Optimization exercise on an open flow, not production practice. RTL: at most simulated, not proved equivalent. Function not checked: run 1. Power: default activity.

==> flow/design.v (outline; a module is shown in full before it is edited, if it fits) <==
// module CannyEdge: 593 lines
module CannyEdge(dAddrRegRow, dAddrRegCol, bWE, bCE, InData, OutData,
	OPMode, bOPEnable, dReadReg, dWriteReg,	clk, rst_b);
  // ...
==> flow/flow/run.sh <==
#!/bin/bash
# Layout flow: the standard flow (standard.sh), unchanged synthesis, plus
#  1. fapol.py on the synthesized netlist: full adders are self-dual, so
#     each fa cell may be fed complemented inputs and give complemented
#     outputs; fapol picks the polarities that need the fewest inverters
#     and rewrites the netlist (registers and ports untouched).
#  2. port buffers of a plain buffer cell (buf_2) instead of the default pick,
#  3. the resizer's setup margin raised so repair_timing keeps shortening
#     the critical paths past the 10 ns constraint,
#  4. a clock tree of smaller buffers and no dummy loads.
# Each tool's output goes to a log file in this folder.
set -u
R=orfs/results/${FLOW_PLATFORM:-sky130hd}/CannyEdge/base
export BUFFER_PORTS_ARGS="-buffer_cell sky130_fd_sc_hd__buf_2"
export SETUP_SLACK_MARGIN=${MARGIN:-6.2}
export CTS_ARGS="-sink_clustering_enable -repair_clock_nets -dont_use_dummy_load -buf_list sky130_fd_sc_hd__clkbuf_8 -sink_clustering_size 16 -sink_clustering_max_diameter 60"
bash standard.sh synth > synth.log 2>&1 || exit 1
if python3 flow/fapol.py $R/1_2_yosys.v $R/1_2_yosys_fapol.v > fapol.log 2>&1; then
  cp $R/1_2_yosys.v $R/1_2_yosys_std.v
  cp $R/1_2_yosys_fapol.v $R/1_2_yosys.v
  rm -f $R/1_synth.odb $R/1_synth.sdc
fi
bash standard.sh > standard.log 2>&1
==> flow/flow/fapol.py <==
#!/usr/bin/env python3
"""Full-adder polarity optimisation on a Yosys gate netlist (sky130hd).

A full adder is self-dual: fa(~a,~b,~c) = (~sum, ~cout).  Yosys's adder
extraction leaves many inverters between full adders; this pass chooses,
for each fa cell, whether to use it "flipped" (fed and producing
complemented signals) so that the number of inverters needed is minimal,
then rewrites the netlist.  The logic function at every register and port
is unchanged; registers are untouched.
usage: fapol.py in.v out.v
"""
import re, sys, random

src = open(sys.argv[1]).read()
INV = 'sky130_fd_sc_hd__inv_1'
FA = re.compile(r'sky130_fd_sc_hd__fa_\d+$')
OUTPINS = {'X', 'Y', 'Q', 'Q_N', 'SUM', 'COUT', 'HI', 'LO'}

# cell instances: type name ( pins );
cell_re = re.compile(r'^(\s*)(sky130_fd_sc_hd__\w+)\s+(\S+)\s*\((.*?)\);\s*$', re.S | re.M)
pin_re = re.compile(r'\.(\w+)\(\s*(.*?)\s*\)(?=\s*,|\s*$)', re.S)

cells = []
for m in cell_re.finditer(src):
    typ, name, body = m.group(2), m.group(3), m.group(4)
    pins = [(p, n.strip()) for p, n in pin_re.findall(body)]
    cells.append({'typ': typ, 'name': name, 'pins': pins, 'span': m.span()})

driver = {}
loads = {}
for i, c in enumerate(cells):
    for p, n in c['pins']:
        if p in OUTPINS:
            driver[n] = (i, p)
        else:
            loads.setdefault(n, []).append((i, p))

def is_inv(i):
    return cells[i]['typ'] == INV

def root(n):
    """follow inverters back: returns (root net, parity)"""
    q = 0
    while n in driver and is_inv(driver[n][0]):
        c = cells[driver[n][0]]
        n = dict(c['pins'])['A']
        q ^= 1
    return n, q

fa_ids = [i for i, c in enumerate(cells) if FA.match(c['typ'])]
fa_set = set(fa_ids)
inv_ids = [i for i, c in enumerate(cells) if c['typ'] == INV]

# demands: for every non-inverter consumer pin, which (root, parity) it needs
# (for fa pins, parity is relative to the fa's flip)
demands = []   # (consumer cell or None, pin, root, q)
nets_out_ports = set()
for i, c in enumerate(cells):
    if c['typ'] == INV:
        continue
    for p, n in c['pins']:
        if p in OUTPINS:
            continue
        if n.startswith("1'") or n == '':
            continue
        r, q = root(n)
        demands.append((i, p, r, q))

# module outputs / assigns that read nets: keep these nets' polarity as-is
assign_re = re.compile(r'^\s*assign\s+(.*?)\s*=\s*(.*?);', re.M)
port_reads = []
for m in assign_re.finditer(src):
    rhs = m.group(2).strip()
    if rhs in driver or rhs in loads:
        r, q = root(rhs)
        port_reads.append((rhs, r, q))

def root_pol(r, flip):
    d = driver.get(r)
    if d and d[0] in fa_set:
        return flip[d[0]]
    return 0

by_root = {}
for i, p, r, q in demands:
    by_root.setdefault(r, []).append((i, q))
for _, r, q in port_reads:
    by_root.setdefault(r, []).append((None, q))
fa_roots = {}
for i in fa_ids:
    rs = set()
    for p, n in cells[i]['pins']:
        if p in OUTPINS:
            rs.add(n)
        elif not (n.startswith("1'") or n == ''):
            rs.add(root(n)[0])
    fa_roots[i] = [r for r in rs if r in by_root]

def root_cost(r, flip):
    rp = root_pol(r, flip)
    wants = set(q ^ (flip[i] if i in fa_set else 0) for i, q in by_root[r])
    return sum(1 for w in wants if w != rp)

def total(flip):
    return sum(root_cost(r, flip) for r in by_root)

def search(flip, seed):
    rnd = random.Random(seed)
    improved = True
    while improved:
        improved = False
        order = fa_ids[:]
        rnd.shuffle(order)
        for i in order:
            before = sum(root_cost(r, flip) for r in fa_roots[i])
            flip[i] ^= 1
            after = sum(root_cost(r, flip) for r in fa_roots[i])
            if after < before or (after == before and rnd.random() < 0.3):
                if after < before:
                    improved = True
            else:
                flip[i] ^= 1
    return total(flip)

start = {i: 0 for i in fa_ids}
print('inverters before', len(inv_ids), 'needed with no flips', total(start), file=sys.stderr)
best, flip = None, None
for seed in range(40):
    f = {i: (random.Random(1000 + seed).random() < 0.5) * 1 if seed else 0 for i in fa_ids}
    c = search(f, seed)
    if best is None or c < best:
        best, flip = c, dict(f)
print('needed after', best, 'flipped', sum(flip.values()), file=sys.stderr)

if len(sys.argv) > 2:
    # rewrite: every (root, polarity) needed gets a net
    newcells = []
    invnet = {}
    cnt = [0]
    def net_for(r, want):
        if want == root_pol(r, flip):
            return r
        if r not in invnet:
            cnt[0] += 1
            nn = f'_fapol_{cnt[0]}_'
            invnet[r] = nn
            ra = r + ' ' if r.startswith('\\') else r
            newcells.append(f'  {INV} fapol_inv_{cnt[0]} (\n    .A({ra}),\n    .Y({nn})\n  );\n')
        return invnet[r]
    out = []
    last = 0
    for i, c in enumerate(cells):
        s, e = c['span']
        out.append(src[last:s])
        last = e
        if c['typ'] == INV:
            continue   # all inverters are re-created as needed
        pins = []
        for p, n in c['pins']:
            if p not in OUTPINS and not (n.startswith("1'") or n == ''):
                r, q = root(n)
                want = q ^ (flip[i] if i in fa_set else 0)
                n = net_for(r, want)
            pins.append(f'    .{p}({n}' + (' )' if n.startswith('\\') else ')'))
        out.append(f"  {c['typ']} {c['name']} (\n" + ',\n'.join(pins) + '\n  );')
    out.append(src[last:])
    text = ''.join(out)
    # port assigns
    def fix_assign(m):
        lhs, rhs = m.group(1), m.group(2).strip()
        if rhs in driver or rhs in loads:
            r, q = root(rhs)
            nn = net_for(r, q)
            return m.group(0).replace(m.group(2), nn + ' ' if nn.startswith('\\') else nn)
        return m.group(0)
    text = assign_re.sub(fix_assign, text)
    wires = ''.join(f'  wire {n};\n' for n in invnet.values())
    text = text.replace('endmodule', wires + ''.join(newcells) + 'endmodule')
    open(sys.argv[2], 'w').write(text)

==> flow/standard.sh <==
#!/bin/bash
# synth_recipe.tcl (not shown) runs the flow's synth.tcl, then flattens the netlist and writes it again
# the make line also repeats each setting of config.mk as NAME=value (left out here)
make -C /OpenROAD-flow-scripts/flow DESIGN_CONFIG=/design/flow/config.mk WORK_HOME=/design/flow/orfs CLKGATE_MAP_FILE= SYNTH_SCRIPT=/design/flow/synth_recipe.tcl "${@:-finish}"
==> flow/config.mk <==
export PLATFORM = sky130hd
export DESIGN_NAME = CannyEdge
export DESIGN_NICKNAME = CannyEdge
export VERILOG_FILES = /design/flow/design.v
export SDC_FILE = /design/flow/constraint.sdc
export NUM_CORES = 4
export LEC_CHECK = 0
export CAP_MARGIN = 20
export CORE_MARGIN = 2
export CORE_UTILIZATION = 60
export SLEW_MARGIN = 20
==> flow/constraint.sdc <==
create_clock -name core_clock -period 10.0 [get_ports {clk}]
set_input_delay 2.0000 -clock core_clock [delete_from_list [all_inputs] [get_ports {clk}]]
set_output_delay 2.0000 -clock core_clock [all_outputs]
set_load 0.01 [all_outputs]
==> results list, run 1 <==
- Buffer cell driving the clock tree root: sky130_fd_sc_hd__clkbuf_8
* First-pass GRT wire length: 108000 µm
* Maximum clock frequency: 0.244 GHz
- Most common library cell in the layout ignoring fill and taps: sky130_fd_sc_hd__edfxtp_1
- Per report_power, the top consumer among the power groups is sequential cells.
* Floorplan Core Area: 0.0365 mm²
- Crit-path leading delay family: compound AO/OA/AOI/OAI gates
- The flow ran to the end and the layout has no timing, DRC or antenna violations.
- After detailed routing, the met3 layer carries 9500 µm of wire.
* Overall Power: 2.35 mW
- Tracing the worst setup path back leads to its startpoint at Gx[1]$_DFFE_PP_.
- Comb group: 194 µW
- On the final layout, the worst clock skew is 108 ps.
- In the final layout, the registers with the most flip-flops are regX: 200 flops, gs1: 12 flops.
* Non-clk buf share: 5.88%
- Worst Hold Margin: 489 ps
* Highest routed metal layer: met5
- Clock slew at the register clock pins of the worst setup and hold paths: 90 ps
- Final core area utilization: 69.2%
- Worst-case setup slack after placement: 5020 ps
- Placed inst area: 0.0230 mm²
- In this run the tightest slew margin relative to its limit is 30.8%.
- Data required time at the worst endpoint: 10510 ps
* Top reg by flops: regX
* Top-Level Pins: 38
==> inputs of run 2 (changes only) <==
--- a/flow/design.v
+++ b/flow/design.v
@@ -479,21 +479,266 @@
 assign gsum2 = {1'b0, 1'b0, g_428, g_425, g_396, g_372, g_344, g_312, g_278, g_248, g_243, g_213, g_189};
 assign gsum3 = {1'b0, 1'b0, g_426, g_416, g_398, g_395, g_369, g_341, g_309, g_277, g_245, g_215, glow[2]};
 assign gsum4 = {1'b0, 1'b0, g_429, g_427, g_415, g_397, g_371, g_343, g_311, g_279, g_247, g_217, g_191};
 wire signed [10:0] gx_n = {3'b0, x2} + {3'b0, x12} + {2'b0, x7, 1'b0}
                         - {3'b0, x0} - {3'b0, x10} - {2'b0, x5, 1'b0};
 wire signed [10:0] gy_n = {3'b0, x0} + {3'b0, x2} + {2'b0, x1, 1'b0}
                         - {3'b0, x10} - {3'b0, x12} - {2'b0, x11, 1'b0};
 wire sx = Gx[10], sy = Gy[10];
-wire [10:0] ax = sx ? -Gx : Gx;
-wire [10:0] ay = sy ? -Gy : Gy;
-wire [11:0] asum = ax + ay;
-wire d0  = {ay, 1'b0} <= {1'b0, ax};
-wire d45 = {2'b0, ay, 1'b0} <= ({1'b0, ax, 2'b0} + {3'b0, ax});
+wire [10:0] A = Gx ^ {11{sx}};
+wire [10:0] B = Gy ^ {11{sy}};
+wire sg_1 = A[0] ^ B[0] ^ sx;
+wire sg_2 = (A[0] & B[0]) | (A[0] & sx) | (B[0] & sx);
+wire sg_3 = A[1] ^ B[1];
+wire sg_4 = A[1] & B[1];
+wire sg_5 = A[2] ^ B[2];
+wire sg_6 = A[2] & B[2];
+wire sg_7 = A[3] ^ B[3];
+wire sg_8 = A[3] & B[3];
+wire sg_9 = A[4] ^ B[4];
+wire sg_10 = A[4] & B[4];
+wire sg_11 = A[5] ^ B[5];
+wire sg_12 = A[5] & B[5];
+wire sg_13 = A[6] ^ B[6];
+wire sg_14 = A[6] & B[6];
+wire sg_15 = A[7] ^ B[7];
+wire sg_16 = A[7] & B[7];
+wire sg_17 = A[8] ^ B[8];
+wire sg_18 = A[8] & B[8];
+wire sg_19 = A[9] ^ B[9];
+wire sg_20 = A[9] & B[9];
+wire sg_21 = A[10] ^ B[10];
+wire sg_22 = A[10] & B[10];
+wire [11:0] sg_r0 = {sg_22, sg_20, sg_18, sg_16, sg_14, sg_12, sg_10, sg_8, sg_6, sg_4, sg_2, sy};
+wire [11:0] sg_r1 = {1'b0, sg_21, sg_19, sg_17, sg_15, sg_13, sg_11, sg_9, sg_7, sg_5, sg_3, sg_1};
+wire s0_1 = A[1] ^ ~B[0];
+wire s0_2 = A[1] & ~B[0];
+wire s0_3 = A[2] ^ ~B[1];
+wire s0_4 = A[2] & ~B[1];
+wire s0_5 = A[3] ^ ~B[2];
+wire s0_6 = A[3] & ~B[2];
+wire s0_7 = A[4] ^ ~B[3];
+wire s0_8 = A[4] & ~B[3];
+wire s0_9 = A[5] ^ ~B[4];
+wire s0_10 = A[5] & ~B[4];
+wire s0_11 = A[6] ^ ~B[5];
+wire s0_12 = A[6] & ~B[5];
+wire s0_13 = A[7] ^ ~B[6];
+wire s0_14 = A[7] & ~B[6];
+wire s0_15 = A[8] ^ ~B[7];
+wire s0_16 = A[8] & ~B[7];
+wire s0_17 = A[9] ^ ~B[8];
+wire s0_18 = A[9] & ~B[8];
+wire s0_19 = A[10] ^ ~B[9];
+wire s0_20 = A[10] & ~B[9];
+wire [13:0] s0_r0 = {1'b1, 1'b1, ~B[10], s0_18, s0_16, s0_14, s0_12, s0_10, s0_8, s0_6, s0_4, s0_2, ~sy, A[0]};
+wire [13:0] s0_r1 = {1'b0, 1'b0, s0_20, s0_19, s0_17, s0_15, s0_13, s0_11, s0_9, s0_7, s0_5, s0_3, s0_1, sx};
+wire s5_1 = A[1] ^ ~B[0];
+wire s5_2 = A[1] & ~B[0];
+wire s5_3 = A[0] ^ A[2] ^ sx;
+wire s5_4 = (A[0] & A[2]) | (A[0] & sx) | (A[2] & sx);
+wire s5_5 = ~B[1] ^ s5_2;
+wire s5_6 = ~B[1] & s5_2;
+wire s5_7 = A[1] ^ A[3] ^ ~B[2];
+wire s5_8 = (A[1] & A[3]) | (A[1] & ~B[2]) | (A[3] & ~B[2]);
+wire s5_9 = s5_4 ^ s5_7;
+wire s5_10 = s5_4 & s5_7;
+wire s5_11 = A[2] ^ A[4] ^ ~B[3];
+wire s5_12 = (A[2] & A[4]) | (A[2] & ~B[3]) | (A[4] & ~B[3]);
+wire s5_13 = s5_8 ^ s5_11;
+wire s5_14 = s5_8 & s5_11;
+wire s5_15 = A[3] ^ A[5] ^ ~B[4];
+wire s5_16 = (A[3] & A[5]) | (A[3] & ~B[4]) | (A[5] & ~B[4]);
+wire s5_17 = s5_12 ^ s5_15;
+wire s5_18 = s5_12 & s5_15;
+wire s5_19 = A[4] ^ A[6] ^ ~B[5];
+wire s5_20 = (A[4] & A[6]) | (A[4] & ~B[5]) | (A[6] & ~B[5]);
+wire s5_21 = s5_16 ^ s5_19;
+wire s5_22 = s5_16 & s5_19;
+wire s5_23 = A[5] ^ A[7] ^ ~B[6];
+wire s5_24 = (A[5] & A[7]) | (A[5] & ~B[6]) | (A[7] & ~B[6]);
+wire s5_25 = s5_20 ^ s5_23;
+wire s5_26 = s5_20 & s5_23;
+wire s5_27 = A[6] ^ A[8] ^ ~B[7];
+wire s5_28 = (A[6] & A[8]) | (A[6] & ~B[7]) | (A[8] & ~B[7]);
+wire s5_29 = s5_24 ^ s5_27;
+wire s5_30 = s5_24 & s5_27;
+wire s5_31 = A[7] ^ A[9] ^ ~B[8];
+wire s5_32 = (A[7] & A[9]) | (A[7] & ~B[8]) | (A[9] & ~B[8]);
+wire s5_33 = s5_28 ^ s5_31;
+wire s5_34 = s5_28 & s5_31;
+wire s5_35 = A[8] ^ A[10] ^ ~B[9];
+wire s5_36 = (A[8] & A[10]) | (A[8] & ~B[9]) | (A[10] & ~B[9]);
+wire s5_37 = s5_32 ^ s5_35;
+wire s5_38 = s5_32 & s5_35;
+wire s5_39 = A[9] ^ ~B[10] ^ s5_36;
+wire s5_40 = (A[9] & ~B[10]) | (A[9] & s5_36) | (~B[10] & s5_36);
+wire s5_41 = A[10] ^ 1'b1;
+wire s5_42 = A[10] & 1'b1;
+wire [14:0] s5_r0 = {1'b1, 1'b1, s5_40, s5_38, s5_34, s5_30, s5_26, s5_22, s5_18, s5_14, s5_10, s5_6, s5_3, ~sy, A[0]};
+wire [14:0] s5_r1 = {1'b0, s5_42, s5_41, s5_39, s5_37, s5_33, s5_29, s5_25, s5_21, s5_17, s5_13, s5_9, s5_5, s5_1, sx};
+wire [11:0] sga_g0 = sg_r0 & sg_r1;
+wire [11:0] sga_p0 = sg_r0 ^ sg_r1;
+wire sga_G1_1 = sga_g0[1] | (sga_p0[1] & sga_g0[0]);
+wire sga_P1_1 = sga_p0[1] & sga_p0[0];
+wire sga_G1_3 = sga_g0[3] | (sga_p0[3] & sga_g0[2]);
+wire sga_P1_3 = sga_p0[3] & sga_p0[2];
+wire sga_G1_5 = sga_g0[5] | (sga_p0[5] & sga_g0[4]);
+wire sga_P1_5 = sga_p0[5] & sga_p0[4];
+wire sga_G1_7 = sga_g0[7] | (sga_p0[7] & sga_g0[6]);
+wire sga_P1_7 = sga_p0[7] & sga_p0[6];
+wire sga_G1_9 = sga_g0[9] | (sga_p0[9] & sga_g0[8]);
+wire sga_P1_9 = sga_p0[9] & sga_p0[8];
+wire sga_G1_11 = sga_g0[11] | (sga_p0[11] & sga_g0[10]);
+wire sga_P1_11 = sga_p0[11] & sga_p0[10];
+wire sga_G2_2 = sga_g0[2] | (sga_p0[2] & sga_G1_1);
+wire sga_P2_2 = sga_p0[2] & sga_P1_1;
+wire sga_G2_3 = sga_G1_3 | (sga_P1_3 & sga_G1_1);
+wire sga_P2_3 = sga_P1_3 & sga_P1_1;
+wire sga_G2_6 = sga_g0[6] | (sga_p0[6] & sga_G1_5);
+wire sga_P2_6 = sga_p0[6] & sga_P1_5;
+wire sga_G2_7 = sga_G1_7 | (sga_P1_7 & sga_G1_5);
+wire sga_P2_7 = sga_P1_7 & sga_P1_5;
+wire sga_G2_10 = sga_g0[10] | (sga_p0[10] & sga_G1_9);
+wire sga_P2_10 = sga_p0[10] & sga_P1_9;
+wire sga_G2_11 = sga_G1_11 | (sga_P1_11 & sga_G1_9);
+wire sga_P2_11 = sga_P1_11 & sga_P1_9;
+wire sga_G3_4 = sga_g0[4] | (sga_p0[4] & sga_G2_3);
+wire sga_P3_4 = sga_p0[4] & sga_P2_3;
+wire sga_G3_5 = sga_G1_5 | (sga_P1_5 & sga_G2_3);
+wire sga_P3_5 = sga_P1_5 & sga_P2_3;
+wire sga_G3_6 = sga_G2_6 | (sga_P2_6 & sga_G2_3);
+wire sga_P3_6 = sga_P2_6 & sga_P2_3;
+wire sga_G3_7 = sga_G2_7 | (sga_P2_7 & sga_G2_3);
+wire sga_P3_7 = sga_P2_7 & sga_P2_3;
+wire sga_G4_8 = sga_g0[8] | (sga_p0[8] & sga_G3_7);
+wire sga_P4_8 = sga_p0[8] & sga_P3_7;
+wire sga_G4_9 = sga_G1_9 | (sga_P1_9 & sga_G3_7);
+wire sga_P4_9 = sga_P1_9 & sga_P3_7;
+wire sga_G4_10 = sga_G2_10 | (sga_P2_10 & sga_G3_7);
+wire sga_P4_10 = sga_P2_10 & sga_P3_7;
+wire sga_G4_11 = sga_G2_11 | (sga_P2_11 & sga_G3_7);
+wire sga_P4_11 = sga_P2_11 & sga_P3_7;
+wire [11:0] sga_s = {(sga_p0[11] ^ sga_G4_10), (sga_p0[10] ^ sga_G4_9), (sga_p0[9] ^ sga_G4_8), (sga_p0[8] ^ sga_G3_7), (sga_p0[7] ^ sga_G3_6), (sga_p0[6] ^ sga_G3_5), (sga_p0[5] ^ sga_G3_4), (sga_p0[4] ^ sga_G2_3), (sga_p0[3] ^ sga_G2_2), (sga_p0[2] ^ sga_G1_1), (sga_p0[1] ^ sga_g0[0]), sga_p0[0]};
+wire [13:0] s0a_g0 = s0_r0 & s0_r1;
+wire [13:0] s0a_p0 = s0_r0 ^ s0_r1;
+wire s0a_G1_1 = s0a_g0[1] | (s0a_p0[1] & s0a_g0[0]);
+wire s0a_P1_1 = s0a_p0[1] & s0a_p0[0];
+wire s0a_G1_3 = s0a_g0[3] | (s0a_p0[3] & s0a_g0[2]);
+wire s0a_P1_3 = s0a_p0[3] & s0a_p0[2];
+wire s0a_G1_5 = s0a_g0[5] | (s0a_p0[5] & s0a_g0[4]);
+wire s0a_P1_5 = s0a_p0[5] & s0a_p0[4];
+wire s0a_G1_7 = s0a_g0[7] | (s0a_p0[7] & s0a_g0[6]);
+wire s0a_P1_7 = s0a_p0[7] & s0a_p0[6];
+wire s0a_G1_9 = s0a_g0[9] | (s0a_p0[9] & s0a_g0[8]);
+wire s0a_P1_9 = s0a_p0[9] & s0a_p0[8];
+wire s0a_G1_11 = s0a_g0[11] | (s0a_p0[11] & s0a_g0[10]);
+wire s0a_P1_11 = s0a_p0[11] & s0a_p0[10];
+wire s0a_G1_13 = s0a_g0[13] | (s0a_p0[13] & s0a_g0[12]);
+wire s0a_P1_13 = s0a_p0[13] & s0a_p0[12];
+wire s0a_G2_2 = s0a_g0[2] | (s0a_p0[2] & s0a_G1_1);
+wire s0a_P2_2 = s0a_p0[2] & s0a_P1_1;
+wire s0a_G2_3 = s0a_G1_3 | (s0a_P1_3 & s0a_G1_1);
+wire s0a_P2_3 = s0a_P1_3 & s0a_P1_1;
+wire s0a_G2_6 = s0a_g0[6] | (s0a_p0[6] & s0a_G1_5);
+wire s0a_P2_6 = s0a_p0[6] & s0a_P1_5;
+wire s0a_G2_7 = s0a_G1_7 | (s0a_P1_7 & s0a_G1_5);
+wire s0a_P2_7 = s0a_P1_7 & s0a_P1_5;
+wire s0a_G2_10 = s0a_g0[10] | (s0a_p0[10] & s0a_G1_9);
+wire s0a_P2_10 = s0a_p0[10] & s0a_P1_9;
+wire s0a_G2_11 = s0a_G1_11 | (s0a_P1_11 & s0a_G1_9);
+wire s0a_P2_11 = s0a_P1_11 & s0a_P1_9;
+wire s0a_G3_4 = s0a_g0[4] | (s0a_p0[4] & s0a_G2_3);
+wire s0a_P3_4 = s0a_p0[4] & s0a_P2_3;
+wire s0a_G3_5 = s0a_G1_5 | (s0a_P1_5 & s0a_G2_3);
+wire s0a_P3_5 = s0a_P1_5 & s0a_P2_3;
+wire s0a_G3_6 = s0a_G2_6 | (s0a_P2_6 & s0a_G2_3);
+wire s0a_P3_6 = s0a_P2_6 & s0a_P2_3;
+wire s0a_G3_7 = s0a_G2_7 | (s0a_P2_7 & s0a_G2_3);
+wire s0a_P3_7 = s0a_P2_7 & s0a_P2_3;
+wire s0a_G3_12 = s0a_g0[12] | (s0a_p0[12] & s0a_G2_11);
+wire s0a_P3_12 = s0a_p0[12] & s0a_P2_11;
+wire s0a_G3_13 = s0a_G1_13 | (s0a_P1_13 & s0a_G2_11);
+wire s0a_P3_13 = s0a_P1_13 & s0a_P2_11;
+wire s0a_G4_8 = s0a_g0[8] | (s0a_p0[8] & s0a_G3_7);
+wire s0a_P4_8 = s0a_p0[8] & s0a_P3_7;
+wire s0a_G4_9 = s0a_G1_9 | (s0a_P1_9 & s0a_G3_7);
+wire s0a_P4_9 = s0a_P1_9 & s0a_P3_7;
+wire s0a_G4_10 = s0a_G2_10 | (s0a_P2_10 & s0a_G3_7);
+wire s0a_P4_10 = s0a_P2_10 & s0a_P3_7;
+wire s0a_G4_11 = s0a_G2_11 | (s0a_P2_11 & s0a_G3_7);
+wire s0a_P4_11 = s0a_P2_11 & s0a_P3_7;
+wire s0a_G4_12 = s0a_G3_12 | (s0a_P3_12 & s0a_G3_7);
+wire s0a_P4_12 = s0a_P3_12 & s0a_P3_7;
+wire s0a_G4_13 = s0a_G3_13 | (s0a_P3_13 & s0a_G3_7);
+wire s0a_P4_13 = s0a_P3_13 & s0a_P3_7;
+wire s0a_msb = s0a_p0[13] ^ s0a_G4_12;
+wire [14:0] s5a_g0 = s5_r0 & s5_r1;
+wire [14:0] s5a_p0 = s5_r0 ^ s5_r1;
+wire s5a_G1_1 = s5a_g0[1] | (s5a_p0[1] & s5a_g0[0]);
+wire s5a_P1_1 = s5a_p0[1] & s5a_p0[0];
+wire s5a_G1_3 = s5a_g0[3] | (s5a_p0[3] & s5a_g0[2]);
+wire s5a_P1_3 = s5a_p0[3] & s5a_p0[2];
+wire s5a_G1_5 = s5a_g0[5] | (s5a_p0[5] & s5a_g0[4]);
+wire s5a_P1_5 = s5a_p0[5] & s5a_p0[4];
+wire s5a_G1_7 = s5a_g0[7] | (s5a_p0[7] & s5a_g0[6]);
+wire s5a_P1_7 = s5a_p0[7] & s5a_p0[6];
+wire s5a_G1_9 = s5a_g0[9] | (s5a_p0[9] & s5a_g0[8]);
+wire s5a_P1_9 = s5a_p0[9] & s5a_p0[8];
+wire s5a_G1_11 = s5a_g0[11] | (s5a_p0[11] & s5a_g0[10]);
+wire s5a_P1_11 = s5a_p0[11] & s5a_p0[10];
+wire s5a_G1_13 = s5a_g0[13] | (s5a_p0[13] & s5a_g0[12]);
+wire s5a_P1_13 = s5a_p0[13] & s5a_p0[12];
+wire s5a_G2_2 = s5a_g0[2] | (s5a_p0[2] & s5a_G1_1);
+wire s5a_P2_2 = s5a_p0[2] & s5a_P1_1;
+wire s5a_G2_3 = s5a_G1_3 | (s5a_P1_3 & s5a_G1_1);
+wire s5a_P2_3 = s5a_P1_3 & s5a_P1_1;
+wire s5a_G2_6 = s5a_g0[6] | (s5a_p0[6] & s5a_G1_5);
+wire s5a_P2_6 = s5a_p0[6] & s5a_P1_5;
+wire s5a_G2_7 = s5a_G1_7 | (s5a_P1_7 & s5a_G1_5);
+wire s5a_P2_7 = s5a_P1_7 & s5a_P1_5;
+wire s5a_G2_10 = s5a_g0[10] | (s5a_p0[10] & s5a_G1_9);
+wire s5a_P2_10 = s5a_p0[10] & s5a_P1_9;
+wire s5a_G2_11 = s5a_G1_11 | (s5a_P1_11 & s5a_G1_9);
+wire s5a_P2_11 = s5a_P1_11 & s5a_P1_9;
+wire s5a_G2_14 = s5a_g0[14] | (s5a_p0[14] & s5a_G1_13);
+wire s5a_P2_14 = s5a_p0[14] & s5a_P1_13;
+wire s5a_G3_4 = s5a_g0[4] | (s5a_p0[4] & s5a_G2_3);
+wire s5a_P3_4 = s5a_p0[4] & s5a_P2_3;
+wire s5a_G3_5 = s5a_G1_5 | (s5a_P1_5 & s5a_G2_3);
+wire s5a_P3_5 = s5a_P1_5 & s5a_P2_3;
+wire s5a_G3_6 = s5a_G2_6 | (s5a_P2_6 & s5a_G2_3);
+wire s5a_P3_6 = s5a_P2_6 & s5a_P2_3;
+wire s5a_G3_7 = s5a_G2_7 | (s5a_P2_7 & s5a_G2_3);
+wire s5a_P3_7 = s5a_P2_7 & s5a_P2_3;
+wire s5a_G3_12 = s5a_g0[12] | (s5a_p0[12] & s5a_G2_11);
+wire s5a_P3_12 = s5a_p0[12] & s5a_P2_11;
+wire s5a_G3_13 = s5a_G1_13 | (s5a_P1_13 & s5a_G2_11);
+wire s5a_P3_13 = s5a_P1_13 & s5a_P2_11;
+wire s5a_G3_14 = s5a_G2_14 | (s5a_P2_14 & s5a_G2_11);
+wire s5a_P3_14 = s5a_P2_14 & s5a_P2_11;
+wire s5a_G4_8 = s5a_g0[8] | (s5a_p0[8] & s5a_G3_7);
+wire s5a_P4_8 = s5a_p0[8] & s5a_P3_7;
+wire s5a_G4_9 = s5a_G1_9 | (s5a_P1_9 & s5a_G3_7);
+wire s5a_P4_9 = s5a_P1_9 & s5a_P3_7;
+wire s5a_G4_10 = s5a_G2_10 | (s5a_P2_10 & s5a_G3_7);
+wire s5a_P4_10 = s5a_P2_10 & s5a_P3_7;
+wire s5a_G4_11 = s5a_G2_11 | (s5a_P2_11 & s5a_G3_7);
+wire s5a_P4_11 = s5a_P2_11 & s5a_P3_7;
+wire s5a_G4_12 = s5a_G3_12 | (s5a_P3_12 & s5a_G3_7);
+wire s5a_P4_12 = s5a_P3_12 & s5a_P3_7;
+wire s5a_G4_13 = s5a_G3_13 | (s5a_P3_13 & s5a_G3_7);
+wire s5a_P4_13 = s5a_P3_13 & s5a_P3_7;
+wire s5a_G4_14 = s5a_G3_14 | (s5a_P3_14 & s5a_G3_7);
+wire s5a_P4_14 = s5a_P3_14 & s5a_P3_7;
+wire s5a_msb = s5a_p0[14] ^ s5a_G4_13;
+wire [11:0] asum = sga_s;		 
+wire d0  = ~s0a_msb;			 
+wire d45 = ~s5a_msb;			 
 wire [1:0] dir_n = d0 ? 2'd0 : d45 ? ((sx ^ sy) ? 2'd3 : 2'd1) : 2'd2;
 reg [7:0] xa, xb;
 always @(*)
 	case (pc)
 	2'd0: begin xa = x5;  xb = x7;  end
 	2'd1: begin xa = x2;  xb = x10; end
 	2'd2: begin xa = x11; xb = x1;  end
 	default: begin xa = x12; xb = x0; end
--- a/flow/flow/run.sh
+++ b/flow/flow/run.sh
@@ -7,17 +7,17 @@
 #  2. port buffers of a plain buffer cell (buf_2) instead of the default pick,
 #  3. the resizer's setup margin raised so repair_timing keeps shortening
 #     the critical paths past the 10 ns constraint,
 #  4. a clock tree of smaller buffers and no dummy loads.
 # Each tool's output goes to a log file in this folder.
 set -u
 R=orfs/results/${FLOW_PLATFORM:-sky130hd}/CannyEdge/base
 export BUFFER_PORTS_ARGS="-buffer_cell sky130_fd_sc_hd__buf_2"
-export SETUP_SLACK_MARGIN=${MARGIN:-6.2}
+export SETUP_SLACK_MARGIN=${MARGIN:-6.4}
 export CTS_ARGS="-sink_clustering_enable -repair_clock_nets -dont_use_dummy_load -buf_list sky130_fd_sc_hd__clkbuf_8 -sink_clustering_size 16 -sink_clustering_max_diameter 60"
 bash standard.sh synth > synth.log 2>&1 || exit 1
 if python3 flow/fapol.py $R/1_2_yosys.v $R/1_2_yosys_fapol.v > fapol.log 2>&1; then
   cp $R/1_2_yosys.v $R/1_2_yosys_std.v
   cp $R/1_2_yosys_fapol.v $R/1_2_yosys.v
   rm -f $R/1_synth.odb $R/1_synth.sdc
 fi
 bash standard.sh > standard.log 2>&1
==> flow/config.mk (replaced) <==
export PLATFORM = sky130hd
export DESIGN_NAME = CannyEdge
export DESIGN_NICKNAME = CannyEdge
export VERILOG_FILES = /design/flow/design.v
export SDC_FILE = /design/flow/constraint.sdc
export NUM_CORES = 4
export LEC_CHECK = 0
export CAP_MARGIN = 20
export CORE_MARGIN = 2
export CORE_UTILIZATION = 40
export SLEW_MARGIN = 20
==> run 2 against run 1 <==
- still clean
- hold slack better by 7.9 ps
- fmax is 4.7% higher
- area after synthesis is 1.5% lower
- die area is 47% higher
- sequential power hardly changed
- combinational power hardly changed
- critical path depth is 14 lower
- utilization is 22 points lower
- global-route usage is 13 points lower
- clock power is 4.6% higher
- critical endpoint is now gs4[4]$_DFFE_PP_
- largest power group unchanged
==> results list, run 2 <==
* # setup viols final: 0
- Vias in the first global route: 14600
* Clock sink count: 317
- Number of instances in the synthesized netlist: 1496
- The root buffer cell chosen for the clock tree is sky130_fd_sc_hd__clkbuf_8.
- Vias per Instance: 5.91
* VDD IR max: 0.0983 mV
- Pre-antenna DRT Iters: 6
* Port-buffer cells: 37
- Count of standard-cell rows: 85
- Once the floorplan was initialized, standard cells occupied 40.6% of the core.
- Across the run, the number of max-cap violations was 0.
* Clock Path Buffers: 3
- Post-synthesis instance area: 0.0219 mm²
* Floorplan Core Area: 0.0539 mm² (+48%)
* Worst-case setup slack after placement: 4920 ps (-107 ps)
- The final number of max-transition violations came to 0.
* Clock period minus final worst setup slack: 3920 ps
- The later pin in the worst-skew pair is clocked with a latency of 680 ps.
- The register with the most flip-flops in the layout has 200 of them.
* Relative slew margins: 35.0% (+4.1 points)
- In this run the mean area of a mapped cell was 14.6 µm².
- Pin count of the biggest net entering global routing: 57
- The overall power came to 2.38 mW (+1.4%).
- Adding up every negative setup slack in the final design gives 0 ps.
- Synth Warn #: 2
- In this run the static leakage power is 9.06 nW.
- The peak clock frequency supported by timing is 0.255 GHz (+4.7%).
* Hold Path Class: reg -> reg
* Crit Path Category: reg -> reg
- At the pin with the least slew margin, the transition time is 972 ps.
- Setup repair after global routing missed its margin: yes
* Layout cells sized above 1: 25.3%
- Top-Level Pins: 38 (unchanged)
- Hold violation count in the final report: 0
- Die Y-Extent: 238 µm
* Total gr overflow: 0
- Data on the critical path arrives at its endpoint at 4280 ps.
- Run status: timing/DRC/antenna clean
* Area Overhead vs Synth: 16.5%
* Clock tree from TritonCTS: built
- First-pass GRT wire length: 109000 µm (+1.5%)
- Clock slew at the register clock pins of the worst setup and hold paths: 100 ps (about the same)
- The number of nets in the synthesized netlist is 1958.
- Clock H-tree levels: 1
* Average wire per cell in the routed design: 32.7 µm
- DRC violations left: 0
- Final clock period utilization by the worst path: 39.2%
- Traced cell by cell, the critical path runs through fa_1 -> fa_2 -> fa_1 -> fa_2 -> fa_2 -> fa_2.
- Summing over every cut layer, the via total after detailed routing is 14100.
- The largest registers in the layout are regX: 200 flops, gs1: 12 flops.
* Total routed wirelength: 77700 µm
* Horizontal die dimension: 238 µm
- In the layout the commonest cells are 292 x sky130_fd_sc_hd__edfxtp_1, 220 x sky130_fd_sc_hd__fa_1, 127 x sky130_fd_sc_hd__ha_1.
* Total power density per cell area: 93.6 mW/mm²
- Of all nets on the critical path, the largest fanout is 2.
* Total die area: 0.0566 mm²
* Most common library cell in the layout ignoring fill and taps: sky130_fd_sc_hd__edfxtp_1
- Clock tree skew after final layout: 80.0 ps (-27.7 ps)
- Final weighted congestion in routability-driven placement: 1.03
* CTS buffer count: 31
- The register with the most flip-flops in the final layout is regX.
- In this design, the stage delay of the slowest critical-path cell is 600 ps.
* Worst Hold Margin: 497 ps (+7.92 ps)
- The total cell area at the placement stage is 0.0233 mm² (+1.2%).
- Final worst setup slack: 6080 ps
- The count of nets left with antenna violations once routing finished came out at 0.
- Final Instance Area: 0.0255 mm²
- Among all stages on the critical path, the largest delay is contributed by sky130_fd_sc_hd__fa_1.
- In this design, the critical path's most frequently occurring cell is sky130_fd_sc_hd__fa_2.
- Detailed placement ended at an HPWL of 60100 µm.
- The detailed router finished its first iteration with 1694 violations.
* NumNets Final: 2145
* Setup crit start kind: flop
- The data required time at the worst endpoint came to 10360 ps (-150 ps).
* GRT Overall Usage: 27.9%
- Hold bufs inserted after CTS: 0
- Antenna violations before repair: 3
* Capturing element type of the critical path: flop
run 2: through the flow:
stage,instances,utilization (%)
after floorplan,1496,-
after global placement,2217,43.3
after detailed placement,2217,43.3
after CTS,2349,46.5
after global routing,2378,47.2
final,2380,47.2
run 2: power by group:
part | switching [mW] | internal [mW] | total [mW] | leakage [nW]
Clock | 0.438 | 0.273 | 0.712 | 0.223
Sequential | 0.0143 | 1.46 | 1.48 | 2.74
Combinational | 0.125 | 0.0714 | 0.196 | 6.09
run 2: timing repair:
item | 4_1_cts | 5_1_grt
gates resized for setup | 132 | 37
setup buffers | 101 | 28
endpoints found under the setup margin | 254 | 195
pin swaps | 91 | 54
run 2: per-layer routing:
layer / GRT usage (%) / part of all wire (%) / vias up
li1: - / - / 5832
met1: 38.1 / 41 / 7384
met2: 43.7 / 45 / 689
met3: 3.83 / 7.2 / 167
met4: 14.8 / 6.6 / 0
met5: 0 / 0 / -
run 2: worst paths after layout:
path	start	to	slack, ps	cells after the start
min in group asynchronous	rst_b	Out_gf[4]$_DFFE_PN0P_	1240	1
max reg2reg	regX[15][5]$_DFFE_PP_	gs4[4]$_DFFE_PP_	6080	6
min reg2reg	Out_gradient[3]$_DFFE_PN0P_	Out_gradient[3]$_DFFE_PN0P_	500	2
max	regX[15][5]$_DFFE_PP_	gs4[4]$_DFFE_PP_	6080	6
min	Out_gradient[3]$_DFFE_PN0P_	Out_gradient[3]$_DFFE_PN0P_	500	2
max in group asynchronous	rst_b	Out_gf[1]$_DFFE_PN0P_	8420	1
run 2: final cells by class:
type	instances	area (µm²)
timing repair buffer	186	1550
fill	4649	28500
multi-input combinational	1017	12700
clock buffer	31	427
inverter	130	488
antenna	3	7.51
sequential	317	9410
tap	696	871
run 2: critical path, delay by kind of cell, from the launching register on:
kind / cells / cell delay [ps]
adder cells (fa/ha/maj): 6 / 3060
flip-flops: 1 / 530
==> inputs of run 3 (changes only) <==
--- a/flow/flow/run.sh
+++ b/flow/flow/run.sh
@@ -14,3 +14,3 @@
 export BUFFER_PORTS_ARGS="-buffer_cell sky130_fd_sc_hd__buf_2"
-export SETUP_SLACK_MARGIN=${MARGIN:-6.4}
+export SETUP_SLACK_MARGIN=${MARGIN:-6.2}
 export CTS_ARGS="-sink_clustering_enable -repair_clock_nets -dont_use_dummy_load -buf_list sky130_fd_sc_hd__clkbuf_8 -sink_clustering_size 16 -sink_clustering_max_diameter 60"
--- a/flow/config.mk
+++ b/flow/config.mk
@@ -11 +11,2 @@
 export SLEW_MARGIN = 20
+export TNS_END_PERCENT = 10
==> run 3 against run 2 <==
- critical path type unchanged
- register-to-register slack got worse by 70 ps
- synthesized cell count did not move
- via count fell by 2.0%
- critical endpoint is now gs4[6]$_DFFE_PP_
- still clean
- sequential share of layout area rose by 1.7 points
- setup slack got worse by 73 ps
- global-route usage fell by 1.2 points
- non-clock buffer count fell by 64
- die area did not move
- combinational power fell by 8%
==> results list, run 3 <==
- The flow ran to the end and the layout has no timing, DRC or antenna violations.
* Crit-path most repeated cell: sky130_fd_sc_hd__fa_1
- Synth Warn #: 2 (unchanged)
- Setup crit start kind: flop
* Data arrival time of the worst path: 4340 ps (+60 ps)
- The post-route worst setup slack was 6010 ps (-72.8 ps).
- The iteration-0 DRC count of the detailed router is 1527 (-9.9%).
* Maximum clock frequency: 0.251 GHz (-1.8%)
- Routed vias: 13800 (-2.0%)
- The worst-margin pin slew was 867 ps (-105 ps).
- Post-synthesis instance area: 0.0219 mm² (unchanged)
- The number of violations of the max-capacitance limit is 0 (unchanged).
* Worst Path Buf+Inv: 0 (unchanged)
- Hold Path Class: reg -> reg
* Worst-case setup slack after placement: 4790 ps (-128 ps)
* Fin. max-slew vios: 0 (unchanged)
* Pin count of the biggest net entering global routing: 57 (unchanged)
- The hold path depth came to 2 (unchanged).
- The worst reg-to-reg setup slack was 6010 ps (-70 ps).
* Die Y-Extent: 238 µm (unchanged)
- Multi-input logic area: 0.0123 mm² (-3.4%)
* Switching share of power: 24.3% (+0.038 points)
- Fraction of power consumed by the clock network: 29.3% (-0.6 points)
- Delay of the slowest cell on the worst path: 620 ps (+20 ps)
- The final weighted congestion in routability-driven placement came to 1.02 (-1.2%).
- Reg area: 0.00941 mm² (unchanged)
- Leak Pwr: 8.64 nW (-4.7%)
* Total negative setup slack: 0 ps (unchanged)
- DRC violations left: 0 (unchanged)
* Most common library cell in the layout ignoring fill and taps: sky130_fd_sc_hd__edfxtp_1
- Number of cells in the design after placement: 2216 (-0.045%)
* Clock period minus final worst setup slack: 3990 ps (+72.8 ps)
- The count of hold-fix buffers inserted at cts is 0 (unchanged).
- Worst min-delay path startpoint: Out_gf[0]$_DFFE_PN0P_
- Top-Level Pins: 38 (unchanged)
* DPL Wire Length: 58300 µm (-3.0%)
* Crit-path leading delay family: adder cells
- Port-buffer cells: 37 (unchanged)
- Clock H-tree levels: 1 (unchanged)
* Count of standard-cell rows: 85 (unchanged)
- For hold timing, the worst endpoint is Out_gf[0]$_DFFE_PN0P_.
- Total of fill cells in the finished design: 4682 (+0.71%)
* Cell with the largest stage delay on the worst path: sky130_fd_sc_hd__fa_1
- Max reg flops: 200 (unchanged)
- Seq pwr share: 63.0% (+1.1 points)
- In the final layout, the registers with the most flip-flops are regX: 200 flops, gs1: 12 flops.
* Final clock period utilization by the worst path: 39.9% (+0.73 points)
* Final core area utilization: 45.1% (-2.1 points)
* Overall Power: 2.35 mW (-1.4%)
- The register with the most flip-flops in the final layout is regX.
- Total routed wirelength: 74300 µm (-4.5%)
* Reg2reg end: gs4[6]$_DFFE_PP_
- Clock slew at the register clock pins of the worst setup and hold paths: 100 ps (about the same)
* Int Pwr: 1.78 mW (-1.4%)
* Buffer cell driving the clock tree root: sky130_fd_sc_hd__clkbuf_8
* NumNets Final: 2079 (-3.1%)
- Setup repair after global routing missed its margin: yes
* Number of cells in the finished layout apart from fillers: 2312 (-2.9%)
* Clock sink count: 317 (unchanged)
- Reg2Reg Depth: 6 (unchanged)
- The clock tree skew after final layout is 77.9 ps (-2.10 ps).
* Clock Path Buffers: 3 (unchanged)
* Top library cells by usage in the layout, fill and taps aside: 292 x sky130_fd_sc_hd__edfxtp_1, 287 x sky130_fd_sc_hd__fa_1, 130 x sky130_fd_sc_hd__ha_1
- Starting Density: 40.6% (unchanged)
* Clock latency on the worst-skew pair: 670 ps (about the same)
- Post-synthesis average cell area: 14.6 µm² (unchanged)
- Total gr overflow: 0 (unchanged)
* GRT Overall Usage: 26.7% (-1.2 points)
* Vias per Instance: 5.96 (+0.83%)
- The relative slew slack is 41.9% (+6.9 points).
- The layout cell share with drive strength beyond 1 came to 16.5% (-8.9 points).
* # setup viols final: 0 (unchanged)
* Antenna violations before repair: 1 (-2)
- Pre-antenna DRT Iters: 8 (+2)
* Clock tree from TritonCTS: built
- Max Fanout on Critical Path: 2 (unchanged)
- NetSw: 570 µW (-1.2%)
- Average wire per cell in the routed design: 32.1 µm (-1.7%)
* Capturing element type of the critical path: flop
- The area inside the core boundary was 0.0539 mm² (unchanged).
- The share of power burned in combinational logic is 7.7% (-0.5 points).
- Startpoint of the worst register-to-register path: regX[1][6]$_DFFE_PP_
- Total power density per cell area: 96.6 mW/mm² (+3.2%)
* CTS buffer count: 29 (-6.5%)
* First-pass GRT wire length: 106000 µm (-3.2%)
* Synthesized net count: 1958 (unchanged)
- VDD IR max: 0.0890 mV (-9.4%)
* Area Overhead vs Synth: 11.3%
- Number of instances in the synthesized netlist: 1496 (unchanged)
* Cell breakdown of the critical path: fa_1 -> fa_1 -> fa_1 -> fa_1 -> fa_1 -> fa_1
- Antenna Nets Post-Route: 0 (unchanged)
- Hold violation count in the final report: 0 (unchanged)
* Total die area: 0.0566 mm² (unchanged)
- The die width is 238 µm (unchanged).
- The via count of the first global-routing pass was 14600 (+0.23%).
- Data required time at the worst endpoint: 10350 ps (about the same)
- The worst setup path is of the reg -> reg kind.
run 3: cell type report:
type	instances	area share [%]
Multi-Input combinational cell	1017	50.5
Sequential cell	317	38.6
Timing Repair Buffer	122	3.63
Tap cell	696	3.58
Inverter	130	2.00
Clock buffer	29	1.64
Antenna cell	1	0.0103
run 3: worst max path at each step:
| stage | cells after the start | end | slack, ps | startpoint |
|---|---|---|---|---|
| 2_1_floorplan | 4 | gs0[0]$_DFFE_PP_ | 5290 | bOPEnable |
| 3_5_place_dp | 6 | regX[8][3]$_DFFE_PP_ | 4790 | rst_b |
| 3_3_place_gp | 7 | regX[1][0]$_DFFE_PP_ | 4940 | bCE |
| 4_1_cts | 7 | gs4[6]$_DFFE_PP_ | 6050 | regX[6][6]$_DFFE_PP_ |
| 6_report | 6 | gs4[6]$_DFFE_PP_ | 6010 | regX[1][6]$_DFFE_PP_ |
| 5_1_grt | 6 | gs4[6]$_DFFE_PP_ | 5970 | regX[1][6]$_DFFE_PP_ |
run 3: power groups by stage:
stage                     clock (mW)  combinational (mW)  sequential [mW]
after global routing           0.745               0.199             1.48
after CTS                      0.695               0.173             1.48
after global placement             0               0.167             1.51
final                          0.690               0.181             1.48
after detailed placement           0               0.169             1.51
after floorplan                    0               0.102             1.50
run 3: what timing repair did:
item	CTS	global route
cloned	0	0
buffers inserted	45	21
resized for setup	45	50
pin swaps	12	29
endpoints found under the setup margin	237	240
run 3: metrics by stage:
| stage | hold slack (ps) | cell area [µm²] |
|---|---|---|
| detailed placement | 481 | 23000 |
| floorplan | 450 | 21900 |
| finish | 495 | 24300 |
| global placement | 473 | 23000 |
| global route | 531 | 24300 |
| CTS | 502 | 24000 |
run 3: worst min-delay path: stages, from the launching register on:
cell	delay (ps)
sky130_fd_sc_hd__dfrtp_1	360
sky130_fd_sc_hd__nand2_1	50
sky130_fd_sc_hd__o21ai_0	60
run 3: metal layers:
layer	GRT usage (%)	part of all wire (%)	vias up
li1	-	-	5691
met1	35.2	39	7141
met2	40.8	45	751
met3	5.63	8.7	201
met4	16.1	7.2	0
met5	0	0	-
==> inputs of run 4 (changes only) <==
--- a/flow/config.mk
+++ b/flow/config.mk
@@ -11,2 +11,2 @@
 export SLEW_MARGIN = 20
-export TNS_END_PERCENT = 10
+export TNS_END_PERCENT = 30
==> run 4 against run 3 <==
- routed wire length decreased by 3.9%
- cell count increased by 0.48%
- utilization increased by 0.42 points
- sequential cell count unchanged
- critical endpoint is now Gx[9]$_DFFE_PP_
- clock power decreased by 4.6%
- critical path depth increased by 7
- clock-buffer cell count decreased by 1
- setup slack improved by 120 ps
- first-iteration DRC count increased by 26%
- non-clock buffer count increased by 12
==> results list, run 4 <==
* Count of standard-cell rows: 85 (unchanged)
* Maximum clock frequency: 0.259 GHz (+3.2%)
* Vias per Instance: 5.90 (-0.99%)
- Fin. max-slew vios: 0 (unchanged)
- The clock latency at the later pin of the worst-skew pair is 630 ps (-40 ps).
- The worst-case reg-to-reg path depth was 13 (+7).
* Number of instances in the synthesized netlist: 1496 (unchanged)
* Delay of the slowest cell on the worst path: 530 ps (-90 ps)
- Number of maximum-capacitance constraint violations: 0 (unchanged)
- Setup repair after global routing missed its margin: yes
- The count of vias placed by the detailed router is 13700 (-0.52%).
- GRT Overall Usage: 25.5% (-1.2 points)
- Crit-path leading delay family: adder cells
- The worst reg-to-reg setup slack is 6130 ps (+120 ps).
- The final setup TNS was 0 ps (unchanged).
* Top-Level Pins: 38 (unchanged)
- The critical path is of the reg -> reg type.
- The maximum ir drop on the vdd rail is 0.0777 mV (-13%).
- Total die area: 0.0566 mm² (unchanged)
* Clock tree from TritonCTS: built
* Max Fanout on Critical Path: 4 (+2)
- The clock tree skew after final layout is 63.1 ps (-14.9 ps).
- The number of sinks handled by clock tree synthesis was 317 (unchanged).
- Pre-antenna DRT Iters: 7 (-1)
- Area Overhead vs Synth: 12.3%
* Most common library cell in the layout ignoring fill and taps: sky130_fd_sc_hd__edfxtp_1
* # setup viols final: 0 (unchanged)
- The total congestion overflow came to 0 (unchanged).
- Cell breakdown of the critical path: buf_6 -> fa_1 -> inv_1 -> fa_1 -> fa_1 -> buf_4 -> fa_2 -> a21oi_2 -> o21bai_2 -> a21o_1 -> a21oi_2 -> o21ai_1 -> xor2_1
- The iteration-0 DRC count of the detailed router was 1927 (+26%).
- Capturing element type of the critical path: flop
- The final critical-path required period came to 3870 ps (-122 ps).
- Die Y-Extent: 238 µm (unchanged)
- DPL Wire Length: 56500 µm (-3.1%)
* Port-buffer cells: 37 (unchanged)
* Hold Path Depth: 2 (unchanged)
* Total routed wirelength: 71300 µm (-3.9%)
- The number of design rule violations left after detail routing is 0 (unchanged).
- Starting Density: 40.6% (unchanged)
- Floorplan Core Area: 0.0539 mm² (unchanged)
- Top reg by flops: regX
- The number of H-tree branching levels came to 1 (unchanged).
* Synth Warn #: 2 (unchanged)
- The worst hold path begins at Out_gf[0]$_DFFE_PN0P_.
- First-pass GRT wire length: 101000 µm (-4.2%)
* Reg2reg end: Gx[9]$_DFFE_PP_
- Buffer cell driving the clock tree root: sky130_fd_sc_hd__clkbuf_8
- Vias in the first global route: 14200 (-2.7%)
- The largest net degree at the start of global routing came to 57 (unchanged).
- Worst Path Buf+Inv: 3 (+3)
* Horizontal die dimension: 238 µm (unchanged)
- The library cells used most frequently in the layout, excluding fill and tap cells, are 292 x sky130_fd_sc_hd__edfxtp_1, 250 x sky130_fd_sc_hd__fa_1, 129 x sky130_fd_sc_hd__ha_1.
- The clock transition at the registers of the reported paths came to 90 ps (about the same).
* Max reg flops: 200 (unchanged)
* Antenna violations before repair: 4 (+3)
- NumNets Final: 2090 (+0.53%)
- The final instance area is 0.0246 mm² (+0.93%).
- Hold violation count in the final report: 0 (unchanged)
- Post-synthesis average cell area: 14.6 µm² (unchanged)
- Transition time at the pin with the least slew margin: 953 ps (+86.1 ps)
- Endpoint with the worst hold slack: Out_gf[0]$_DFFE_PN0P_
* Hold bufs inserted after CTS: 0 (unchanged)
- Clock Path Buffers: 3 (unchanged)
- Data arrival time of the worst path: 4220 ps (-120 ps)
- Average wire per cell in the routed design: 30.7 µm (-4.4%)
- The net count of the mapped netlist was 1958 (unchanged).
- The reported leakage power was 8.68 nW (+0.52%).
* CTS buffer count: 28 (-3.4%)
* Total power density per cell area: 94.3 mW/mm² (-2.3%)
- The final weighted congestion in routability-driven placement is 1.05 (+3.6%).
- Antenna Nets Post-Route: 0 (unchanged)
- The final cell utilization of the core was 45.6% (+0.42 points).
- Cell with the largest stage delay on the worst path: sky130_fd_sc_hd__edfxtp_1
- The relative slew slack came to 36.2% (-5.7 points).
- The run finished with no timing, DRC or antenna violations.
- The layout cell share with drive strength beyond 1 was 19.2% (+2.8 points).
* Leading registers by flop count: regX: 200 flops, gs1: 12 flops
- STA classifies the critical path startpoint as a flop.
- Data required time at the worst endpoint: 10360 ps (about the same)
- Startpoint of the worst register-to-register path: regX[10][2]$_DFFE_PP_
- Among the stages of the critical path, the cell type that occurs most often is sky130_fd_sc_hd__fa_1.
- Final clock period utilization by the worst path: 38.7% (-1.2 points)
- Post-synthesis instance area: 0.0219 mm² (unchanged)
* Hold Path Class: reg -> reg
- Placed inst area: 0.0230 mm² (unchanged)
run 4: metrics by stage:
stage | power, mW | hold WS, ps | worst slack [ps] | instances
2_1_floorplan | 1.60 | 450 | 5290 | 1496
5_1_grt | 2.39 | 529 | 6000 | 2323
6_report | 2.32 | 495 | 6130 | 2323
3_3_place_gp | 1.68 | 480 | 4680 | 2215
4_1_cts | 2.33 | 498 | 5980 | 2263
3_5_place_dp | 1.68 | 480 | 4740 | 2215
run 4: worst max path at each step:
stage,start,endpoint,slack (ps),cells past startpoint
finish,regX[10][2]$_DFFE_PP_,Gx[9]$_DFFE_PP_,6130,13
global route,pc[1]$_DFFE_PN1P_,regX[11][7]$_DFFE_PP_,6000,10
CTS,regX[6][4]$_DFFE_PP_,gs4[5]$_DFFE_PP_,5980,7
detailed placement,rst_b,regX[1][3]$_DFFE_PP_,4740,7
global placement,rst_b,regX[23][3]$_DFFE_PP_,4680,6
floorplan,bOPEnable,gs0[0]$_DFFE_PP_,5290,4
run 4: layer usage:
layer  global-route usage [%]  wire length (µm)  vias up
met5                        0                 0        -
met4                     13.7              4870        0
met3                     3.97              6250      182
met2                     39.0             31800      787
met1                     35.2             28400     7035
li1                         -                 -     5708
run 4: area by class of cell:
class,instances,area (µm²)
Timing Repair Buffer,134,1030
Sequential cell,317,9410
Clock buffer,28,385
Tap cell,696,871
Multi-Input combinational cell,1017,12400
Inverter,130,488
Fill cell,4708,29400
Antenna cell,1,2.50
run 4: what timing repair did:
item,CTS,global route
buffers inserted,20,59
resized for setup,35,100
pin swaps,1,67
endpoints found under the setup margin,233,218
run 4: tightest hold or removal path: stages (launching register included):
cell	delay (ps)
sky130_fd_sc_hd__dfrtp_1	360
sky130_fd_sc_hd__nand2_1	50
sky130_fd_sc_hd__o21ai_0	60
run 4: power breakdown:
part	switching (mW)	internal (mW)
Combinational	0.116	0.0623
Sequential	0.0198	1.46
Clock	0.410	0.248
==> inputs of run 5 (changes only) <==
--- a/flow/config.mk
+++ b/flow/config.mk
@@ -11,2 +11 @@
 export SLEW_MARGIN = 20
-export TNS_END_PERCENT = 30
==> run 5 against run 4 <==
- still clean
- utilization rose by 0.81 points
- die area did not move
- routed wire length up 10%
- setup slack better by 56 ps
- combinational power up 4%
- sequential power is essentially flat
- synthesized cell count did not move
- clock-buffer cell count rose by 3
- cell count grew 1.6%
- critical path depth shrank 7
- critical endpoint is now gs4[5]$_DFFE_PP_
- highest routed layer is now met5
==> results list, run 5 <==
- Average wire per cell in the routed design: 33.3 µm (+8.5%)
- In the layout the commonest cells are 292 x sky130_fd_sc_hd__edfxtp_1, 251 x sky130_fd_sc_hd__fa_1, 129 x sky130_fd_sc_hd__ha_1.
- Post-synthesis instance area: 0.0219 mm² (unchanged)
- Hold Path Class: reg -> reg
- Int Pwr: 1.80 mW (+1.5%)
- Routed vias: 14100 (+2.9%)
- Clock latency on the worst-skew pair: 680 ps (+50 ps)
- The worst setup path is captured at a flop.
* Number of maximum-capacitance constraint violations: 0 (unchanged)
- Clock Path Buffers: 3 (unchanged)
- The final critical-path required period was 3810 ps (-55.8 ps).
* Buffer cell driving the clock tree root: sky130_fd_sc_hd__clkbuf_8
- The via count of the first global-routing pass was 14800 (+4.0%).
* Clock slew at the register clock pins of the worst setup and hold paths: 100 ps (about the same)
* Drt initial violations: 1732 (-10%)
- The arrival time at the worst endpoint is 4190 ps (-30 ps).
- The endpoint identified for the worst register-to-register timing path is gs4[5]$_DFFE_PP_.
* Fraction of power consumed by the clock network: 30.3% (+1.9 points)
- Number of instances in the synthesized netlist: 1496 (unchanged)
- Traced cell by cell, the critical path runs through fa_2 -> fa_1 -> fa_1 -> fa_2 -> fa_1 -> fa_1.
* DPL Wire Length: 61100 µm (+8.1%)
* Crit Path Category: reg -> reg
- Worst Hold Margin: 492 ps (-3.91 ps)
- Hold Path Depth: 2 (unchanged)
- The quantity of I/O buffers inserted on ports is 37 (unchanged).
- Max reg flops: 200 (unchanged)
* Launch point of the critical path: regX[1][6]$_DFFE_PP_
- The flow ran to the end and the layout has no timing, DRC or antenna violations.
- Crit-path most repeated cell: sky130_fd_sc_hd__fa_1
- The number of buffers created by CTS was 31 (+11%).
* Vias per Instance: 5.98 (+1.3%)
* Post-synthesis average cell area: 14.6 µm² (unchanged)
- The layout net count was 2126 (+1.7%).
- Cell with the largest stage delay on the worst path: sky130_fd_sc_hd__fa_2
- The part of the cycle the worst path needs came to 38.1% (-0.56 points).
- Count of standard-cell rows: 85 (unchanged)
* Most common library cell in the layout ignoring fill and taps: sky130_fd_sc_hd__edfxtp_1
- The final number of max-transition violations was 0 (unchanged).
* Leak Pwr: 8.90 nW (+2.5%)
- The all-layer global routing usage was 28.0% (+2.5 points).
- Synthesized net count: 1958 (unchanged)
* Critical Path Sink: gs4[5]$_DFFE_PP_
* Synth Warn #: 2 (unchanged)
- The storage element area came to 0.00941 mm² (unchanged).
- The worst register-to-register path begins at regX[1][6]$_DFFE_PP_.
* NetSw: 584 µW (+7.1%)
- The die height was 238 µm (unchanged).
- DRC violations left: 0 (unchanged)
- The number of antenna violations at the first check in global routing is 5 (+1).
- VDD IR max: 0.0755 mV (-2.9%)
* Pre-antenna DRT Iters: 6 (-1)
- Transition time at the pin with the least slew margin: 922 ps (-31.3 ps)
- Clock tree skew after final layout: 63.2 ps (+0.135 ps)
* Antenna Nets Post-Route: 0 (unchanged)
* Layout cells sized above 1: 21.8% (+2.5 points)
- Total power density per cell area: 95.3 mW/mm² (+1.1%)
- The data required time at the worst endpoint was 10380 ps (+20 ps).
- Area Overhead vs Synth: 14.3%
- Total routed wirelength: 78600 µm (+10%)
- Seq pwr share: 61.9% (-2.0 points)
* Relative slew margins: 38.3% (+2.1 points)
* Power share of the combinational group: 7.8% (about the same)
- Reg2reg setup slack: 6190 ps (+60 ps)
- First-pass GRT wire length: 110000 µm (+8.5%)
- The peak clock frequency supported by timing is 0.262 GHz (+1.5%).
- Top reg by flops: regX
- The final setup TNS was 0 ps (unchanged).
- Total of fill cells in the finished design: 4730 (+0.47%)
- Max Fanout on Critical Path: 2 (-2)
- The largest net degree at the start of global routing came to 57 (unchanged).
* Hold bufs inserted after CTS: 0 (unchanged)
- The die width was 238 µm (unchanged).
- Leading registers by flop count: regX: 200 flops, gs1: 12 flops
- The largest incremental delay on the critical path was 610 ps (+80 ps).
* Setup repair after global routing missed its margin: yes
- Total die area: 0.0566 mm² (unchanged)
* Final weighted congestion in routability-driven placement: 1.11 (+5.3%)
- Clock tree from TritonCTS: built
- The total area of multi-input combinational cells is 0.0125 mm² (+0.91%).
* Clock sink count: 317 (unchanged)
- Starting Density: 40.6% (unchanged)
- Reg2Reg Depth: 6 (-7)
- The top-level port count is 38 (unchanged).
- The number of H-tree branching levels is 1 (unchanged).
- Total gr overflow: 0 (unchanged)
* Hold violation count in the final report: 0 (unchanged)
- The number of setup violations in the final report was 0 (unchanged).
- Switching share of power: 24.5% (+0.98 points)
- STA classifies the critical path startpoint as a flop.
* Floorplan Core Area: 0.0539 mm² (unchanged)
==> run 5: layout make-up <==
class,count,area share [%]
Multi-Input combinational cell,1017,50.0
Sequential cell,317,37.6
Timing Repair Buffer,167,5.24
Tap cell,696,3.48
Inverter,130,1.95
Clock buffer,31,1.71
Antenna cell,2,0.0200
==> run 5: how the worst min path moves through the flow <==
stage                                      startpoint  slack, ps                           to
after CTS                 Out_gradient[5]$_DFFE_PN0P_        490  Out_gradient[5]$_DFFE_PN0P_
after detailed placement  Out_gradient[5]$_DFFE_PN0P_        480  Out_gradient[5]$_DFFE_PN0P_
after floorplan                 Out_gf[6]$_DFFE_PN0P_        450        Out_gf[6]$_DFFE_PN0P_
after global placement    Out_gradient[5]$_DFFE_PN0P_        470  Out_gradient[5]$_DFFE_PN0P_
after global routing      Out_gradient[5]$_DFFE_PN0P_        520  Out_gradient[5]$_DFFE_PN0P_
final                     Out_gradient[5]$_DFFE_PN0P_        490  Out_gradient[5]$_DFFE_PN0P_
==> run 5: power by group through the flow <==
stage | Combinational, mW | Clock (mW) | Sequential [mW]
after floorplan | 0.103 | 0 | 1.50
after global placement | 0.168 | 0 | 1.51
after detailed placement | 0.171 | 0 | 1.51
after CTS | 0.177 | 0.727 | 1.48
after global routing | 0.202 | 0.774 | 1.48
final | 0.186 | 0.722 | 1.48
==> run 5: stage by stage <==
step / util (%) / worst slack [ps] / instances / power [mW] / area [µm²]
floorplan: - / 5290 / 1496 / 1.60 / 22100
global placement: 42.9 / 5310 / 2213 / 1.67 / 23100
detailed placement: 42.9 / 5270 / 2213 / 1.68 / 23100
CTS: 45.4 / 6110 / 2327 / 2.38 / 24500
global route: 46.4 / 6050 / 2359 / 2.45 / 25000
finish: 46.4 / 6190 / 2360 / 2.38 / 25000
==> run 5: critical path, delay by kind of cell, from the launching register on <==
family,cells,cell delay (ps)
adders and majority gates,6,2950
DFF,1,540
==> run 5: metal layers <==
layer,vias up,track usage [%],share of wire [%]
met2,785,42.8,45
met1,7347,37.5,39
met4,4,16.6,7.1
met3,197,5.45,9.3
li1,5772,-,-
met5,-,0,0.029
==> run 5: what timing repair did <==
item / 4_1_cts / 5_1_grt
buffers inserted: 83 / 31
setup endpoints to repair: 205 / 204
pin swaps: 44 / 46
gates resized for setup: 62 / 68
==> inputs of run 6 (changes only) <==
--- a/flow/config.mk
+++ b/flow/config.mk
@@ -7,2 +7,3 @@
 export LEC_CHECK = 0
+export ABC_AREA = 1
 export CAP_MARGIN = 20
==> run 6 against run 5 <==
- global-route usage decreased by 0.58 points
- die area up 1.8%
- sequential power up 3%
- non-clock buffer count down 49
- area after synthesis up 1.8%
- clock power down 5.1%
- via count up 7.4%
- fmax down 0.42%
- first-iteration DRC count shrank 4.1%
- critical path depth stayed put
- critical endpoint is now gs4[4]$_DFFE_PP_
==> results list, run 6 <==
- Transition time at the pin with the least slew margin: 927 ps (+4.98 ps)
* Relative slew margins: 38.2% (-0.10 points)
- Startpoint of the worst register-to-register path: regX[1][5]$_DFFE_PP_
- Buffer cell driving the clock tree root: sky130_fd_sc_hd__clkbuf_8
* Pin count of the biggest net entering global routing: 57 (unchanged)
- Run status: timing/DRC/antenna clean
- Data required time at the worst endpoint: 10380 ps (about the same)
* Global routing's busiest layer: met2
* DPL Wire Length: 61600 µm (+0.80%)
* Clock period minus final worst setup slack: 3830 ps (+16.2 ps)
* Horizontal die dimension: 240 µm (+0.90%)
* Max reg flops: 200 (unchanged)
- Number of instances in the synthesized netlist: 1888 (+26%)
- Hold bufs inserted after CTS: 0 (unchanged)
- The library cell used most frequently in the layout, excluding fill and tap cells, is sky130_fd_sc_hd__nand2_1.
- The buffering stage count on the worst path with inverters included is 0 (unchanged).
* Capturing element type of the critical path: flop
- The count of yosys warnings during synthesis came to 2 (unchanged).
- Layout cells sized above 1: 14.2% (-7.6 points)
- Walking the worst path, the cells encountered are fa_2 -> fa_1 -> fa_1 -> fa_2 -> fa_1 -> fa_1.
- First-pass GRT wire length: 109000 µm (-0.40%)
- The met2 track demand over resource in global routing came to 44.2% (+1.4 points).
* Total power density per cell area: 104 mW/mm² (+8.9%)
- The total area of multi-input combinational cells is 0.0123 mm² (-1.6%).
- The number of violations of the max-capacitance limit came to 0 (unchanged).
* Final Instance Area: 0.0248 mm² (-1.0%)
- The placed cell count came to 2672 (+21%).
- Hold Path Class: reg -> reg
- Delay of the slowest cell on the worst path: 610 ps (about the same)
- The summed instance area of the synthesized netlist came to 0.0223 mm² (+1.8%).
- Crit Path Category: reg -> reg
* Vias in the first global route: 15500 (+5.1%)
- VDD IR max: 0.0880 mV (+17%)
- The storage element area is 0.00940 mm² (about the same).
- The number of design rule violations left after detail routing is 0 (unchanged).
- Routed vias: 15100 (+7.4%)
- Clock tree skew after final layout: 78.0 ps (+14.8 ps)
* Total of fill cells in the finished design: 5137 (+8.6%)
- Max Fanout on Critical Path: 2 (unchanged)
- The total congestion overflow was 0 (unchanged).
- The number of sinks handled by clock tree synthesis came to 317 (unchanged).
* Port-buffer cells: 37 (unchanged)
- The clock transition at the registers of the reported paths is 100 ps (about the same).
- regX holds more flip-flops than any other register.
- Clock tree from TritonCTS: built
- Placed inst area: 0.0235 mm² (+1.5%)
* Clock Path Buffers: 3 (unchanged)
* Maximum clock frequency: 0.261 GHz (-0.42%)
- The initial core utilization came to 40.4% (-0.13 points).
run 6: changes by cell type in the layout (fill, tap and decap cells not counted), sizes merged, moves of 40 or more:
cell   change
a22oi     -46
inv       +98
o21ai     +40
nand2    +360
nor2      +68
nand3     +54
buf       -48
run 6: through the flow:
step | setup slack (ps) | hold WS, ps | util (%)
after CTS | 6170 | 499 | 44.4
final | 6170 | 502 | 44.9
after global routing | 6070 | 520 | 44.9
after floorplan | 6280 | 449 | -
after global placement | 4550 | 480 | 42.6
after detailed placement | 4300 | 492 | 42.6
run 6: what timing repair did:
| action | 4_1_cts | 5_1_grt |
|---|---|---|
| pin swaps | 18 | 28 |
| gates resized for setup | 56 | 48 |
| setup endpoints to repair | 217 | 205 |
| hold endpoints to repair | 0 | 0 |
| setup buffers | 53 | 15 |
run 6: path summary, 6_finish.rpt:
path / endpoint / slack (ps) / cells after the start
max: gs4[4]$_DFFE_PP_ / 6170 / 6
min: dc[0]$_DFFE_PN1P_ / 500 / 2
max reg2reg: gs4[4]$_DFFE_PP_ / 6170 / 6
min reg2reg: dc[0]$_DFFE_PN1P_ / 500 / 2
max in group asynchronous: pc[0]$_DFFE_PN1P_ / 8430 / 1
min in group asynchronous: Out_gf[7]$_DFFE_PN0P_ / 1210 / 1
run 6: area by class of cell:
| class | count | share of cell area [%] |
|---|---|---|
| timing repair buffer | 118 | 3.36 |
| sequential | 317 | 38.0 |
| tap | 748 | 3.78 |
| clock buffer | 30 | 1.67 |
| antenna | 1 | 0.0101 |
| inverter | 231 | 3.52 |
| multi-input combinational | 1327 | 49.7 |
run 6: worst min-delay path, delay by kind of cell, from the launching register on:
family / cells / cell delay, ps
AOI/OAI and AO/OA: 1 / 70
and+or+nand+nor: 1 / 50
DFF: 1 / 390
run 6: power by group:
group | switching (mW) | total, mW | internal (mW)
Sequential | 0.0412 | 1.52 | 1.48
Clock | 0.420 | 0.685 | 0.265
Combinational | 0.249 | 0.366 | 0.117
Total | 0.709 | 2.57 | 1.86
run 6: layer usage:
layer / vias up / wire length (µm)
met4: 2 / 3440
li1: 6541 / -
met5: - / 15
met2: 792 / 36100
met1: 7662 / 31000
met3: 145 / 6790
